This design comes from an exercise in tuning for small area on the open sky130 flow, not from production work.
Function was checked by simulation only, so behaviour that the tests miss may differ from the original.
No activity file was given, so power comes from the tool's default toggle rates.

## v9
==> flow/design.v <==
module speed_select #(parameter [12:0] C = 13'd0, parameter [12:0] G = 13'h1fff,
                      parameter [12:0] D = 13'd0, parameter [3:0] LP = 4'd0, parameter KX = 1'b0)
                    (input clk, input rst_n, input bps_start, output clk_bps);
	reg [12:0] q;
	wire [11:0] nat = q[12:1] ^ G[11:0];
	wire [12:0] force_c = G & {13{~bps_start}};
	wire [11:0] n = (nat & ~force_c[11:0]) | (C[11:0] & force_c[11:0]);
	function lit(input integer j, input p);
		lit = p ? (G[j-1] ? n[j-1] : ~q[j]) : q[j];
	endfunction
	wire h = q[0] ^ KX ^ ((lit(1, LP[0]) & lit(7, LP[1]) & lit(8, LP[2])) | lit(5, LP[3]));
	wire n12 = force_c[12] ? C[12] : h;
	always @(posedge clk) q <= {n12, n};
	assign clk_bps = (q == D);
endmodule
module my_uart_rx(input clk, input rst_n, input rs232_rx, input clk_bps,
                  output [7:0] rx_data, output reg rx_int, output fire);
	reg [2:0] e;
	wire neg = e[2];
	always @(posedge clk or negedge rst_n)
		if (!rst_n) e <= 3'b000;
		else begin
			e[0] <= rs232_rx;
			e[1] <= e[0] & (rs232_rx | e[1]);
			e[2] <= ~rs232_rx & e[1] & ~e[0];
		end
	reg [3:0] num;
	wire fin = num[3] & ~num[1] & num[0];                 
	assign fire = num[3] & ~num[2] & num[1] & ~num[0];    
	wire post12 = num[3] & (num[2] ? ~num[1] & ~num[0] : num[1] & num[0]);   
	always @(posedge clk or negedge rst_n)
		if (!rst_n) rx_int <= 1'b0;
		else rx_int <= neg | (rx_int & ~fin);
	always @(posedge clk or negedge rst_n)
		if (!rst_n) num <= 4'b1000;
		else if (fire | (fin & neg)) num <= 4'b1000;
		else if ((rx_int & clk_bps) | post12 | fin) num <= num - 1'b1;
	reg [7:0] sh;
	always @(posedge clk)
		if (clk_bps & ~num[3]) sh <= {rs232_rx, sh[7:1]};
	assign rx_data = sh;
endmodule
module my_uart_tx(input clk, input rst_n, input [7:0] rx_data, input fire, input clk_bps,
                  output rs232_tx, output reg tx_en);
	reg [3:0] num;
	reg [7:0] tx_data;
	reg tx_r;
	wire fin = ~num[3] & ~num[2] & num[1];    
	always @(posedge clk or negedge rst_n)
		if (!rst_n) tx_en <= 1'b0;
		else tx_en <= fire | (tx_en & ~fin);
	always @(posedge clk)
		if (fire) tx_data <= rx_data;
	always @(posedge clk)
		if (!tx_en) num <= 4'b0111;
		else if (clk_bps) num <= num + 1'b1;
	always @(posedge clk or negedge rst_n)
		if (!rst_n) tx_r <= 1'b1;
		else if (tx_en & clk_bps) tx_r <= num[3] ? tx_data[num[2:0]] : ~num[2];
	assign rs232_tx = tx_r;
endmodule
module my_uart_top(input wire FPGA_CLK, input wire FPGA_RST, input wire UART_RXD, output wire UART_TXD);
	wire rx_int, tx_en, clk_bps1, clk_bps2, fire;
	wire [7:0] rx_data;
	speed_select #(.C(13'd8191), .G(13'h1445), .D(13'd1613), .LP(4'b0011), .KX(1'b1))
		speed_rx(.clk(FPGA_CLK), .rst_n(FPGA_RST), .bps_start(rx_int), .clk_bps(clk_bps1));
	my_uart_rx my_uart_rx(.clk(FPGA_CLK), .rst_n(FPGA_RST), .rs232_rx(UART_RXD), .clk_bps(clk_bps1),
	                      .rx_data(rx_data), .rx_int(rx_int), .fire(fire));
	speed_select #(.C(13'd8191), .G(13'h115c), .D(13'd4627), .LP(4'b0011), .KX(1'b0))
		speed_tx(.clk(FPGA_CLK), .rst_n(FPGA_RST), .bps_start(tx_en), .clk_bps(clk_bps2));
	my_uart_tx my_uart_tx(.clk(FPGA_CLK), .rst_n(FPGA_RST), .rx_data(rx_data), .fire(fire), .clk_bps(clk_bps2),
	                      .rs232_tx(UART_TXD), .tx_en(tx_en));
endmodule
clock: 10.0 ns
lec_check: 0
cap_margin: 20
core_margin: 2
core_utilization: 40
slew_margin: 20
run.sh (not shown) runs the stock make flow with config.mk's settings and CLKGATE_MAP_FILE= SYNTH_SCRIPT=/design/flow/synth_recipe.tcl, a recipe that flattens the netlist after the stock synthesis.
[inputs] v33 vs v9
==> flow/design.v <==
module speed_select(input clk, input rst_n, input bps_start, output clk_bps);
	reg [12:0] cnt;
	always @(posedge clk)
		if (!bps_start || cnt == 13'd5207) cnt <= 13'd0;
		else cnt <= cnt + 1'b1;
	assign clk_bps = (cnt == 13'd2604);
endmodule
module my_uart_rx(input clk, input rst_n, input rs232_rx, input clk_bps,
                  output [7:0] rx_data, output reg rx_int, output bps_start, output fire);
	reg [2:0] e;
	wire neg = e[2];
	always @(posedge clk or negedge rst_n)
		if (!rst_n) e <= 3'b000;
		else begin
			e[0] <= rs232_rx;
			e[1] <= e[0] & (rs232_rx | e[1]);
			e[2] <= ~rs232_rx & e[1] & ~e[0];
		end
	reg [3:0] num;
	wire fin = ~num[3] & ~num[2] & num[1];    
	assign fire = ~num[3] & num[2] & num[1] & ~num[0];
	always @(posedge clk or negedge rst_n)
		if (!rst_n) rx_int <= 1'b0;
		else rx_int <= neg | (rx_int & ~fin);
	assign bps_start = rx_int;
	always @(posedge clk or negedge rst_n)
		if (!rst_n) num <= 4'b0111;
		else if (rx_int & clk_bps) num <= num + 1'b1;
		else if (rx_int & fin) num <= neg ? 4'b0111 : 4'b0100;
		else if (~num[3] & num[2] & ~(num[1] & num[0])) num <= num + 1'b1;
	reg [7:0] sh;
	always @(posedge clk)
		if (clk_bps & num[3]) sh <= {rs232_rx, sh[7:1]};
	assign rx_data = sh;
endmodule
module my_uart_tx(input clk, input rst_n, input [7:0] rx_data, input fire, input clk_bps,
                  output rs232_tx, output bps_start);
	reg tx_en;
	reg [3:0] num;
	reg [7:0] tx_data;
	reg tx_r;
	wire fin = ~num[3] & ~num[2] & num[1];    
	always @(posedge clk or negedge rst_n)
		if (!rst_n) tx_en <= 1'b0;
		else tx_en <= fire | (tx_en & ~fin);
	assign bps_start = tx_en;
	always @(posedge clk)
		if (fire) tx_data <= rx_data;
	always @(posedge clk)
		if (!tx_en) num <= 4'b0111;
		else if (clk_bps) num <= num + 1'b1;
	always @(posedge clk or negedge rst_n)
		if (!rst_n) tx_r <= 1'b1;
		else if (tx_en & clk_bps) tx_r <= num[3] ? tx_data[num[2:0]] : ~num[2];
	assign rs232_tx = tx_r;
endmodule
module my_uart_top(input wire FPGA_CLK, input wire FPGA_RST, input wire UART_RXD, output wire UART_TXD);
	wire bps_start1, bps_start2, clk_bps1, clk_bps2, rx_int, fire;
	wire [7:0] rx_data;
	speed_select speed_rx(.clk(FPGA_CLK), .rst_n(FPGA_RST), .bps_start(bps_start1), .clk_bps(clk_bps1));
	my_uart_rx my_uart_rx(.clk(FPGA_CLK), .rst_n(FPGA_RST), .rs232_rx(UART_RXD), .clk_bps(clk_bps1),
	                      .rx_data(rx_data), .rx_int(rx_int), .bps_start(bps_start1), .fire(fire));
	speed_select speed_tx(.clk(FPGA_CLK), .rst_n(FPGA_RST), .bps_start(bps_start2), .clk_bps(clk_bps2));
	my_uart_tx my_uart_tx(.clk(FPGA_CLK), .rst_n(FPGA_RST), .rx_data(rx_data), .fire(fire), .clk_bps(clk_bps2),
	                      .rs232_tx(UART_TXD), .bps_start(bps_start2));
endmodule
==> comparison <==
The number of global-route vias before repair reported for v33 is greater than that of v9 by 408.
There was hardly any difference in fmax between v9 and v33.
Going from v9 to v33, post-placement cell count moved up, relative contribution of the clock network to total power up 1.6 points.
Worst hold slack came out higher on v33 than on v9.
Looking at complex-gate fraction of the synthesized area, v33 sits 0.27 points lower than v9 does.
Between v9 and v33, the difference in worst setup slack is negligible.
Status | v9 and v33 | clean
On fraction of met3 tracks used by global routing: between v9 and v33, it ends up lower for v33.
Comparing v9 and v33, the higher cell area was measured on v33.
Transition time of the tightest slew-check pin: v33 > v9
v33 against v9: clock net sink count flat; post-detailed-placement half-perimeter wirelength moved up.

## separate check: timing with driven ports
The results above use ideal ports. As a check the final layouts listed here were re-extracted and re-timed, cells and wires unchanged. Step 1 (the two cells are an assumption about what drives the block):
set clk [get_ports {FPGA_CLK}]
set_driving_cell -lib_cell sky130_fd_sc_hd__clkbuf_16 $clk
set_driving_cell -lib_cell sky130_fd_sc_hd__buf_2 [delete_from_list [all_inputs] $clk]
Step 2 adds t to the input delays and takes it off the output delays; t is the mean of the earliest and latest rising clock arrival at the registers after step 1. Input paths then give back, and output paths get back, about the clock's delay inside the block. Three values: ideal, step 1, step 2; two values: the first two.
run | shift t [ns] | setup slack, ns | worst setup path after step 2 | clock arrival spread, ns | slew at the worst register clock pin (ns)
v9 | 0.317 | 6.640 / 6.615 / 6.932 | register to output | 0.003 / 0.004 | 0.09 / 0.09
v33 | 0.326 | 6.643 / 6.616 / 6.941 | register to output | 0.010 / 0.011 | 0.10 / 0.10
After both steps setup and hold are still met in every run listed.
